Source: an optimization exercise on an open RTL-to-GDS flow (aim: small area). Production flows keep margins and buffers that such runs may drop.
Function was checked by simulation only, so behaviour that the tests miss may differ from the original.

===== design/flow/design.v =====
`timescale 1ns/1ps
module moder_luma4x4 (
    input clk,
    input reset,
    input enable,
    input [7:0] A,
    input [7:0] B,
    input [7:0] C,
    input [7:0] D,
    input [7:0] E,
    input [7:0] F,
    input [7:0] G,
    input [7:0] H,
    input [7:0] I,
    input [7:0] J,
    input [7:0] K,
    input [7:0] L,
    input [7:0] M,
    output reg [127:0] vpred,
    output reg [127:0] hpred,
    output reg [127:0] vlpred,
    output reg [127:0] vrpred,
    output reg [127:0] hupred,
    output reg [127:0] hdpred,
    output reg [127:0] ddlpred,
    output reg [127:0] ddrpred);
    always @(posedge clk) begin
        if (enable) begin
            vpred[7:0] <= I;
            vpred[15:8] <= J;
            vpred[23:16] <= K;
            vpred[31:24] <= L;
            vpred[39:32] <= I;
            vpred[47:40] <= J;
            vpred[55:48] <= K;
            vpred[63:56] <= L;
            vpred[71:64] <= I;
            vpred[79:72] <= J;
            vpred[87:80] <= K;
            vpred[95:88] <= L;
            vpred[103:96] <= I;
            vpred[111:104] <= J;
            vpred[119:112] <= K;
            vpred[127:120] <= L;
            hpred[7:0] <= I;
            hpred[15:8] <= I;
            hpred[23:16] <= I;
            hpred[31:24] <= I;
            hpred[39:32] <= J;
            hpred[47:40] <= J;
            hpred[55:48] <= J;
            hpred[63:56] <= J;
            hpred[71:64] <= K;
            hpred[79:72] <= K;
            hpred[87:80] <= K;
            hpred[95:88] <= K;
            hpred[103:96] <= L;
            hpred[111:104] <= L;
            hpred[119:112] <= L;
            hpred[127:120] <= L;
            vlpred[7:0] <= (A+B+1)>>1;  
            vlpred[15:8] <= (B+C+1)>>1;  
            vlpred[23:16] <= (C+D+1)>>1;  
            vlpred[31:24] <= (D+E+1)>>1;  
            vlpred[39:32] <= (A+2*B+C)>>2;  
            vlpred[47:40] <= (B+2*C+D+2)>>2;  
            vlpred[55:48] <= (C+2*D+E+2)>>2;  
            vlpred[63:56] <= (D+2*E+F+2)>>2;  
            vlpred[71:64] <= (E+F+1)>>1;  
            vlpred[79:72] <= (C+D+1)>>1;  
            vlpred[87:80] <= (J+I+1)>>1;  
            vlpred[95:88] <= (J+2*I+M+2)>>2;  
            vlpred[103:96] <= (B+2*C+D+2)>>2;  
            vlpred[111:104] <= (C+2*D+E+2)>>2;  
            vlpred[119:112] <= (D+2*E+F+2)>>2;  
            vlpred[127:120] <= (E+2*F+G+2)>>2;  
            vrpred[7:0] <= (M+A+1)>>1;  
            vrpred[15:8] <= (A+B+1)>>1;  
            vrpred[23:16] <= (B+C+1)>>1;  
            vrpred[31:24] <= (C+D+1)>>1;  
            vrpred[39:32] <= (I+2*M+A+2)>>2;  
            vrpred[47:40] <= (M+2*A+B+2)>>2;  
            vrpred[55:48] <= (A+2*B+C+2)>>2;  
            vrpred[63:56] <= (B+2*C+D+2)>>2;  
            vrpred[71:64] <= (J+2*I+M+2)>>2;  
            vrpred[79:72] <= (M+A+1)>>1;  
            vrpred[87:80] <= (A+B+1)>>1;  
            vrpred[95:88] <= (B+C+1)>>1;  
            vrpred[103:96] <= (K+2*J+I+2)>>2;  
            vrpred[111:104] <= (I+2*M+A+2)>>2;  
            vrpred[119:112] <= (M+2*A+B+2)>>2;  
            vrpred[127:120] <= (A+2*B+C+2)>>2;  
            hupred[7:0] <= (J+I+1)>>1;  
            hupred[15:8] <= (K+2*J+I)>>2;  
            hupred[23:16] <= (K+J+1)>>1;  
            hupred[31:24] <= (L+2*K+J+2)>>2;  
            hupred[39:32] <= (K+J+1)>>1;  
            hupred[47:40] <= (L+2*K+J+2)>>2;  
            hupred[55:48] <= (L+K+1)>>1;  
            hupred[63:56] <= (3*L+J+2)>>2;  
            hupred[71:64] <= (L+K+1)>>1;  
            hupred[79:72] <= (3*L+J+2)>>2;  
            hupred[87:80] <= L;  
            hupred[95:88] <= L;  
            hupred[103:96] <= L;  
            hupred[111:104] <= L;  
            hupred[119:112] <= L;  
            hupred[127:120] <= L;  
            hdpred[7:0] <= (I+M+1)>>1;  
            hdpred[15:8] <= (I+2*M+A+2)>>2;  
            hdpred[23:16] <= (M+2*A+B+2)>>2;  
            hdpred[31:24] <= (A+2*B+C+2)>>2;  
            hdpred[39:32] <= (J+I+1)>>1;  
            hdpred[47:40] <= (J+2*I+M+2)>>2;  
            hdpred[55:48] <= (I+M+1)>>1;  
            hdpred[63:56] <= (I+2*M+A+2)>>2;  
            hdpred[71:64] <= (K+J+1)>>1;  
            hdpred[79:72] <= (K+2*J+I+2)>>2;  
            hdpred[87:80] <= (J+I+1)>>1;  
            hdpred[95:88] <= (J+2*I+M+2)>>2;  
            hdpred[103:96] <= (L+K+1)>>1;  
            hdpred[111:104] <= (L+2*K+J+2)>>2;  
            hdpred[119:112] <= (K+J+1)>>1;  
            hdpred[127:120] <= (K+2*J+I+2)>>2;  
            ddlpred[7:0] <= (A+2*B+C+2)>>2;
            ddlpred[15:8] <= (B+2*C+D+2)>>2;
            ddlpred[23:16] <= (C+2*D+E+2)>>2;
            ddlpred[31:24] <= (D+2*E+F+2)>>2;
            ddlpred[39:32] <= (B+2*C+D+2)>>2;
            ddlpred[47:40] <= (C+2*D+E+2)>>2;
            ddlpred[55:48] <= (D+2*E+F+2)>>2;
            ddlpred[63:56] <= (E+2*F+G+2)>>2;
            ddlpred[71:64] <= (C+2*D+E+2)>>2;
            ddlpred[79:72] <= (D+2*E+F+2)>>2;
            ddlpred[87:80] <= (E+2*F+G+2)>>2;
            ddlpred[95:88] <= (F+2*G+H+2)>>2;
            ddlpred[103:96] <= (D+2*E+F+2)>>2;
            ddlpred[111:104] <= (E+2*F+G+2)>>2;
            ddlpred[119:112] <= (F+2*G+H+2)>>2;
            ddlpred[127:120] <= (G+3*H+2)>>2;
            ddrpred[7:0] <= (I+2*M+A+2)>>2;  
            ddrpred[15:8] <= (M+2*A+B+2)>>2;  
            ddrpred[23:16] <= (A+2*B+C+2)>>2;  
            ddrpred[31:24] <= (B+2*C+D+2)>>2;  
            ddrpred[39:32] <= (J+2*I+M+2)>>2;  
            ddrpred[47:40] <= (I+2*M+A+2)>>2;  
            ddrpred[55:48] <= (M+2*A+B+2)>>2;  
            ddrpred[63:56] <= (A+2*B+C+2)>>2;  
            ddrpred[71:64] <= (K+2*J+I+2)>>2;  
            ddrpred[79:72] <= (J+2*I+M+2)>>2;  
            ddrpred[87:80] <= (I+2*M+A+2)>>2;  
            ddrpred[95:88] <= (M+2*A+B+2)>>2;  
            ddrpred[103:96] <= (L+2*K+J+2)>>1;  
            ddrpred[111:104] <= (K+2*J+I+2)>>2;  
            ddrpred[119:112] <= (J+2*I+M+2)>>2;  
            ddrpred[127:120] <= (I+2*M+A+2)>>2;  
        end
    end
endmodule
`timescale 1ns/1ps
module reser_luma4x4 (
    input clk,
    input reset,
    input enable,
    input [127:0] mb,
    input [127:0] vpred,
    input [127:0] hpred,
    input [127:0] vlpred,
    input [127:0] vrpred,
    input [127:0] hupred,
    input [127:0] hdpred,
    input [127:0] ddlpred,
    input [127:0] ddrpred,
    output reg [127:0] vres,
    output reg [127:0] hres,
    output reg [127:0] vlres,
    output reg [127:0] vrres,
    output reg [127:0] hures,
    output reg [127:0] hdres,
    output reg [127:0] ddlres,
    output reg [127:0] ddrres);
    integer i;
    always @(posedge clk) begin
        if (enable) begin
            for (i = 0; i < 16; i = i + 1) begin
                vres[8*i +: 8] <= mb[8*i +: 8] - vpred[8*i +: 8];
                hres[8*i +: 8] <= mb[8*i +: 8] - hpred[8*i +: 8];
                vlres[8*i +: 8] <= mb[8*i +: 8] - vlpred[8*i +: 8];
                vrres[8*i +: 8] <= mb[8*i +: 8] - vrpred[8*i +: 8];
                hures[8*i +: 8] <= mb[8*i +: 8] - hupred[8*i +: 8];
                hdres[8*i +: 8] <= mb[8*i +: 8] - hdpred[8*i +: 8];
                ddlres[8*i +: 8] <= mb[8*i +: 8] - ddlpred[8*i +: 8];
                ddrres[8*i +: 8] <= mb[8*i +: 8] - ddrpred[8*i +: 8];
            end
        end
    end
endmodule
`timescale 1ns/1ps
module sader_luma4x4 (
    input clk,
    input reset,
    input enable,
    input [127:0] vres,
    input [127:0] hres,
    input [127:0] vlres,
    input [127:0] vrres,
    input [127:0] hures,
    input [127:0] hdres,
    input [127:0] ddlres,
    input [127:0] ddrres,
    output reg [2:0] mode,
    output reg [127:0] res);
    reg [63:0] sads;
    reg [2:0] min;
    reg signed [7:0] vsamp;
    reg signed [7:0] hsamp;
    reg signed [7:0] vlsamp;
    reg signed [7:0] vrsamp;
    reg signed [7:0] husamp;
    reg signed [7:0] hdsamp;
    reg signed [7:0] ddlsamp;
    reg signed [7:0] ddrsamp;
    reg [127:0] sel;
    integer i;
    integer j;
    always @(*) begin
        for (j = 0; j < 8; j = j + 1) begin
            sads[8*j +: 8] = 8'b00000000;
        end
        for (i = 0; i < 16; i = i + 1) begin
            vsamp = vres[8*i +: 8]; vsamp = vsamp < 0 ? vsamp * -1 : vsamp; sads[7:0] = sads[7:0] + vsamp;
            hsamp = hres[8*i +: 8]; hsamp = hsamp < 0 ? hsamp * -1 : hsamp; sads[15:8] = sads[15:8] + hsamp;
            vlsamp = vlres[8*i +: 8]; vlsamp = vlsamp < 0 ? vlsamp * -1 : vlsamp; sads[23:16] = sads[23:16] + vlsamp;
            vrsamp = vrres[8*i +: 8]; vrsamp = vrsamp < 0 ? vrsamp * -1 : vrsamp; sads[31:24] = sads[31:24] + vrsamp;
            husamp = hures[8*i +: 8]; husamp = husamp < 0 ? husamp * -1 : husamp; sads[39:32] = sads[39:32] + husamp;
            hdsamp = hdres[8*i +: 8]; hdsamp = hdsamp < 0 ? hdsamp * -1 : hdsamp; sads[47:40] = sads[47:40] + hdsamp;
            ddlsamp = ddlres[8*i +: 8]; ddlsamp = ddlsamp < 0 ? ddlsamp * -1 : ddlsamp; sads[55:48] = sads[55:48] + ddlsamp;
            ddrsamp = ddrres[8*i +: 8]; ddrsamp = ddrsamp < 0 ? ddrsamp * -1 : ddrsamp; sads[63:56] = sads[63:56] + ddrsamp;
        end
        min = 0;
        for (i = 1; i < 8; i = i + 1)
            if (sads[8*i +: 8] < sads[8*min +: 8]) min = i;
        case (min)
            3'd0 : sel = vres;
            3'd1 : sel = hres;
            3'd2 : sel = vlres;
            3'd3 : sel = vrres;
            3'd4 : sel = hures;
            3'd5 : sel = hdres;
            3'd6 : sel = ddlres;
            3'd7 : sel = ddrres;
            default : sel = vres;
        endcase
    end
    always @(posedge clk) begin
        if (enable) begin
            mode <= min;
            res <= sel;
        end
    end
endmodule
`timescale 1ns/1ps
module intra4x4 (
    input clk,
    input reset,
    input [3:0] enabler,
    input [63:0] toppix,
    input [39:0] leftpix,
    input [127:0] mb,
    output [2:0] mode,
    output [127:0] res);
    reg [63:0] toppixels;
    reg [39:0] leftpixels;
    reg [127:0] mb_luma4x4;
    always @(posedge clk) begin
        if (enabler[0]) begin
            toppixels <= toppix;
            leftpixels <= leftpix;
        end
        if (enabler[1])
            mb_luma4x4 <= mb;
    end
    wire [7:0] A = toppixels[7:0];
    wire [7:0] B = toppixels[15:8];
    wire [7:0] C = toppixels[23:16];
    wire [7:0] D = toppixels[31:24];
    wire [7:0] E = toppixels[39:32];
    wire [7:0] F = toppixels[47:40];
    wire [7:0] G = toppixels[55:48];
    wire [7:0] H = toppixels[63:56];
    wire [7:0] M = leftpixels[7:0];
    wire [7:0] I = leftpixels[15:8];
    wire [7:0] J = leftpixels[23:16];
    wire [7:0] K = leftpixels[31:24];
    wire [7:0] L = leftpixels[39:32];
    wire [127:0] vpred;
    wire [127:0] hpred;
    wire [127:0] vlpred;
    wire [127:0] vrpred;
    wire [127:0] hupred;
    wire [127:0] hdpred;
    wire [127:0] ddlpred;
    wire [127:0] ddrpred;
    wire [127:0] vres;
    wire [127:0] hres;
    wire [127:0] vlres;
    wire [127:0] vrres;
    wire [127:0] hures;
    wire [127:0] hdres;
    wire [127:0] ddlres;
    wire [127:0] ddrres;
    moder_luma4x4 umoder_luma4x4 (
        .clk(clk), .reset(reset), .enable(enabler[1]),
        .A(A), .B(B), .C(C), .D(D), .E(E), .F(F), .G(G), .H(H),
        .I(I), .J(J), .K(K), .L(L), .M(M),
        .vpred(vpred),
        .hpred(hpred),
        .vlpred(vlpred),
        .vrpred(vrpred),
        .hupred(hupred),
        .hdpred(hdpred),
        .ddlpred(ddlpred),
        .ddrpred(ddrpred));
    reser_luma4x4 ureser_luma4x4 (
        .clk(clk), .reset(reset), .enable(enabler[2]),
        .mb(mb_luma4x4),
        .vpred(vpred),
        .hpred(hpred),
        .vlpred(vlpred),
        .vrpred(vrpred),
        .hupred(hupred),
        .hdpred(hdpred),
        .ddlpred(ddlpred),
        .ddrpred(ddrpred),
        .vres(vres),
        .hres(hres),
        .vlres(vlres),
        .vrres(vrres),
        .hures(hures),
        .hdres(hdres),
        .ddlres(ddlres),
        .ddrres(ddrres));
    sader_luma4x4 usader_luma4x4 (
        .clk(clk), .reset(reset), .enable(enabler[3]),
        .vres(vres),
        .hres(hres),
        .vlres(vlres),
        .vrres(vrres),
        .hures(hures),
        .hdres(hdres),
        .ddlres(ddlres),
        .ddrres(ddrres),
        .mode(mode),
        .res(res));
endmodule

===== design/flow/run.sh =====
#!/bin/bash
# synth_recipe.tcl (not shown) runs the flow's synth.tcl, then flattens the netlist and writes it again
# the make line also repeats each setting of config.mk as NAME=value (left out here)
make -C /OpenROAD-flow-scripts/flow DESIGN_CONFIG=/design/flow/config.mk WORK_HOME=/design/flow/orfs CLKGATE_MAP_FILE= SYNTH_SCRIPT=/design/flow/synth_recipe.tcl finish

===== design/flow/config.mk =====
export PLATFORM = sky130hd
export DESIGN_NAME = intra4x4
export DESIGN_NICKNAME = intra4x4
export VERILOG_FILES = /design/flow/design.v
export SDC_FILE = /design/flow/constraint.sdc
export NUM_CORES = 4
export LEC_CHECK = 0
export CAP_MARGIN = 20
export CORE_MARGIN = 2
export CORE_UTILIZATION = 45
export PLACE_DENSITY = 0.6
export SLEW_MARGIN = 20

===== design/flow/constraint.sdc =====
create_clock -name core_clock -period 25.0 [get_ports {clk}]
set_input_delay 5.0000 -clock core_clock [delete_from_list [all_inputs] [get_ports {clk}]]
set_output_delay 5.0000 -clock core_clock [all_outputs]
set_load 0.01 [all_outputs]

==> impl_metrics.json <==
{
  "status": "complete, no violations",
  "ioPinCount": 369,
  "final_nets": 14530,
  "synth.distinct_cells": 75,
  "crit_fanout": 53,
  "r2r_end": "usader_luma4x4.res[119]",
  "place_congestion": 1.084,
  "slew_headroom": 0.08531,
  "hold_path.class": "flop to flop",
  "synthTopCellsByCount": "edfxtp_1, inv_1, ha_1",
  "numCtsBuffers": 190,
  "synthFlopType": "edfxtp_1",
  "num_rows": 196,
  "worst_slew_pin_slew_ps": 1372,
  "clk_latency_ps": 960,
  "critPathMaxStageDelay_ps": 710,
  "grt_antenna_before_repair": 73,
  "final_antenna_net_count": 0,
  "synth_edf_count": 1532,
  "io_buffers": 367,
  "arrival_ps": 24150,
  "maxCapViolations": 0,
  "cts_max_level": 4,
  "routed_wirelength_um": 640900,
  "slew_violations": 0,
  "synthMuxAreaShare": 0.005568,
  "critPathKind": "flop to flop",
  "setup_violations": 0,
  "synth.avg_cell_area_um2": 11.27,
  "hold_viol_final": 0,
  "syn_area_um2": 128300,
  "slowest_stage": "xnor2_1",
  "synthAdderAreaFrac": 0.2665,
  "syn2layout_area_growth_pct": 13.45,
  "die_area_um2": 289400,
  "vias": 99770,
  "crit_top_cell": "a21oi_1",
  "synth_cells": 11390,
  "coreArea_um2": 284500,
  "drtPass1Iterations": 10,
  "viasPerCell": 6.216,
  "grt_pass1_vias": 94370,
  "postCtsSetupBuffers": 0,
  "drc": 0,
  "tns_ps": 0,
  "tritoncts": "done",
  "rr_startpoint": "ureser_luma4x4.hres[16]",
  "chipWidth_um": 538.0,
  "fin_skew_ps": 97.12,
  "min_from": "leftpixels[32]",
  "cts-root-buf": "clkbuf_16",
  "crit_required_ps": 25620,
  "clock_path_buffers": 4,
  "max_freq_mhz": 42.51,
  "reg2reg_depth": 90,
  "drt_iter0_markers": 16210,
  "cts_hold_buf": 0,
  "syn-num-nets": 13810,
  "grt_pass1_wl_um": 827900,
  "dp_cells": 15670,
  "synth_top_area_frac": 0.3585,
  "synth_async_sr_flop_share": 0,
  "clock_sinks": 1532,
  "path_clk_slew_ps": 60,
  "yosysMostFrequentCell": "edfxtp_1",
  "crit_path_start_kind": "flop",
  "holdPathEnd": "umoder_luma4x4.vpred[120]",
  "synth-compound-area-share": 0.1212,
  "yosysTopAreaCell": "edfxtp_1",
  "endpoint_kind": "flop",
  "start_util": 0.4511,
  "ys_seq_elements": 1532,
  "die_h_um": 538.0,
  "rsz0062_at_grt": "no",
  "holdPathStages": 0,
  "finalCritPeriodShare": 0.9410,
  "finalCriticalPeriod_ps": 23520,
  "wire_per_inst_um": 39.94,
  "synthSimpleGateAreaFrac": 0.08017,
  "yosysWarningCount": 4,
  "grt_max_degree": 157,
  "synth_top_family_by_area": "adder cells",
  "track_usage": 0.4364,
  "gr-total-overflow": 0,
  "cts_resized": 0,
  "layout-drive-gt1-share": 0.06369,
  "ff2ff_setup_slack_ps": 1480,
  "instances_no_fill": 16050,
  "synth_top_cells_by_area": "edfxtp_1, fa_1, ha_1, xnor2_1, xor2_1",
  "place_hpwl_um": 534700,
  "yosys.area_share.xor_xnor": 0.1212,
  "seq_area_frac_synth": 0.3585
}
-- cell usage in the layout, fill, tap and decap left out, drive strengths merged, types with 68 or more instances in the layout --
cell           count
xnor2           1212
clkinv            87
mux2i             68
clkbuf           225
a222oi           119
fa               906
nor2             271
a21o             520
nand3b           104
o21ai            570
ha              1283
nor4             111
nor2b            297
o41ai            108
a21oi            468
inv             1301
o31ai            122
xor2             563
clkdlybuf4s50    363
o21a              85
buf              450
nand2b           461
edfxtp          1532
or3              111
nand2            384
-- logic make-up (layout without fill, tap and decap cells) --
family,count (synthesis),after routing
AO/OA/AOI/OAI,2331,2331
XOR/XNOR,1775,1775
adder cells (fa/ha/maj),2189,2189
buffers and inverters,1589,2450
flip-flops,1532,1532
multiplexers,70,70
other,0,40
AND/OR/NAND/NOR,1900,1900
-- routing by layer --
metal	vias to the layer above	routed length, um	GRT usage
met4	26	56340	0.3265
li1	41350	-	-
met1	50120	244500	0.5591
met3	1508	81530	0.1501
met2	6763	258400	0.6063
met5	-	159	0
-- how the worst max path moves through the flow --
stage | from | end | slack, ps | cells after the start
floorplan | ureser_luma4x4.hures[114] | usader_luma4x4.res[116] | 5080 | 94
CTS | ureser_luma4x4.hres[16] | usader_luma4x4.res[119] | 1970 | 89
global placement | ureser_luma4x4.hres[16] | usader_luma4x4.res[119] | 2340 | 89
finish | ureser_luma4x4.hres[16] | usader_luma4x4.res[119] | 1480 | 90
detailed placement | ureser_luma4x4.hres[16] | usader_luma4x4.res[119] | 2160 | 89
global route | ureser_luma4x4.hres[16] | usader_luma4x4.res[2] | 330 | 91
-- area by class of cell --
class / instances / area, um^2
Fill cell: 25290 / 138900
Antenna cell: 40 / 100.1
Multi-Input combinational cell: 8265 / 76400
Clock buffer: 225 / 4907
Tap cell: 3762 / 4707
Sequential cell: 1532 / 46000
Clock inverter: 113 / 1040
Timing Repair Buffer: 813 / 7538
Inverter: 1299 / 4876
-- worst max-delay path: cells and delay by family (launching register included) --
kind            cells  cell delay [ps]
mux                 2              570
simple gates       15             2580
fa+ha+maj          15             6290
compound gates     44            10150
flops               1              640
buf+inv            10             1660
xor+xnor            4             1200
-- through the flow --
step           cell area, um^2  utilization  hold slack [ps]  setup WS (ps)
4_1_cts                 145400       0.5110            519.5           1968
2_1_floorplan           128300            -            441.9           5079
6_report                145600       0.5117            519.3           1475
3_3_place_gp            139300       0.4896            511.2           2339
5_1_grt                 145500       0.5114            539.1          334.8
3_5_place_dp            139400       0.4901            505.4           2161
-- sequential cells by signal, indices dropped and copies added, names as in the netlist, 40 cells and up --
name and cells:
ureser_luma4x4.hdres 128, leftpixels 40, mb_luma4x4 128, toppixels 64, ureser_luma4x4.ddlres 128, ureser_luma4x4.hres 96, usader_luma4x4.res 128, ureser_luma4x4.vrres 128
umoder_luma4x4.hupred 40, umoder_luma4x4.vlpred 95, ureser_luma4x4.vres 88, ureser_luma4x4.ddrres 128, ureser_luma4x4.vlres 112, ureser_luma4x4.hures 128, umoder_luma4x4.vrpred 40

-- separate check: timing with driven ports --
In the flow no input, the clock included, has a driving cell. The finished layout below was timed again as built, in two steps. Step 1, drivers: a clkbuf_16 drives clk and a buf_2 each remaining input, both assumed. Step 2 adds t to the input delays and takes it off the output delays; t is the mean of the earliest and latest rising clock arrival at the registers after step 1. Input paths then give back, and output paths get back, about the clock's delay inside the block. a / b / c = no drivers / after step 1 / after step 2; a / b = the first two.
t, ns: 1.004
slack for setup (ns): 1.475 / 1.475 / 1.475
worst setup path at the end: register to register
worst slew at a driven data input, ns: 0.06
cell pins on the clock port's net: 1
After both steps this run still meets setup and hold. The setup slack of this run moves by 0.000 ns with the drivers and by 0.000 ns with both steps.
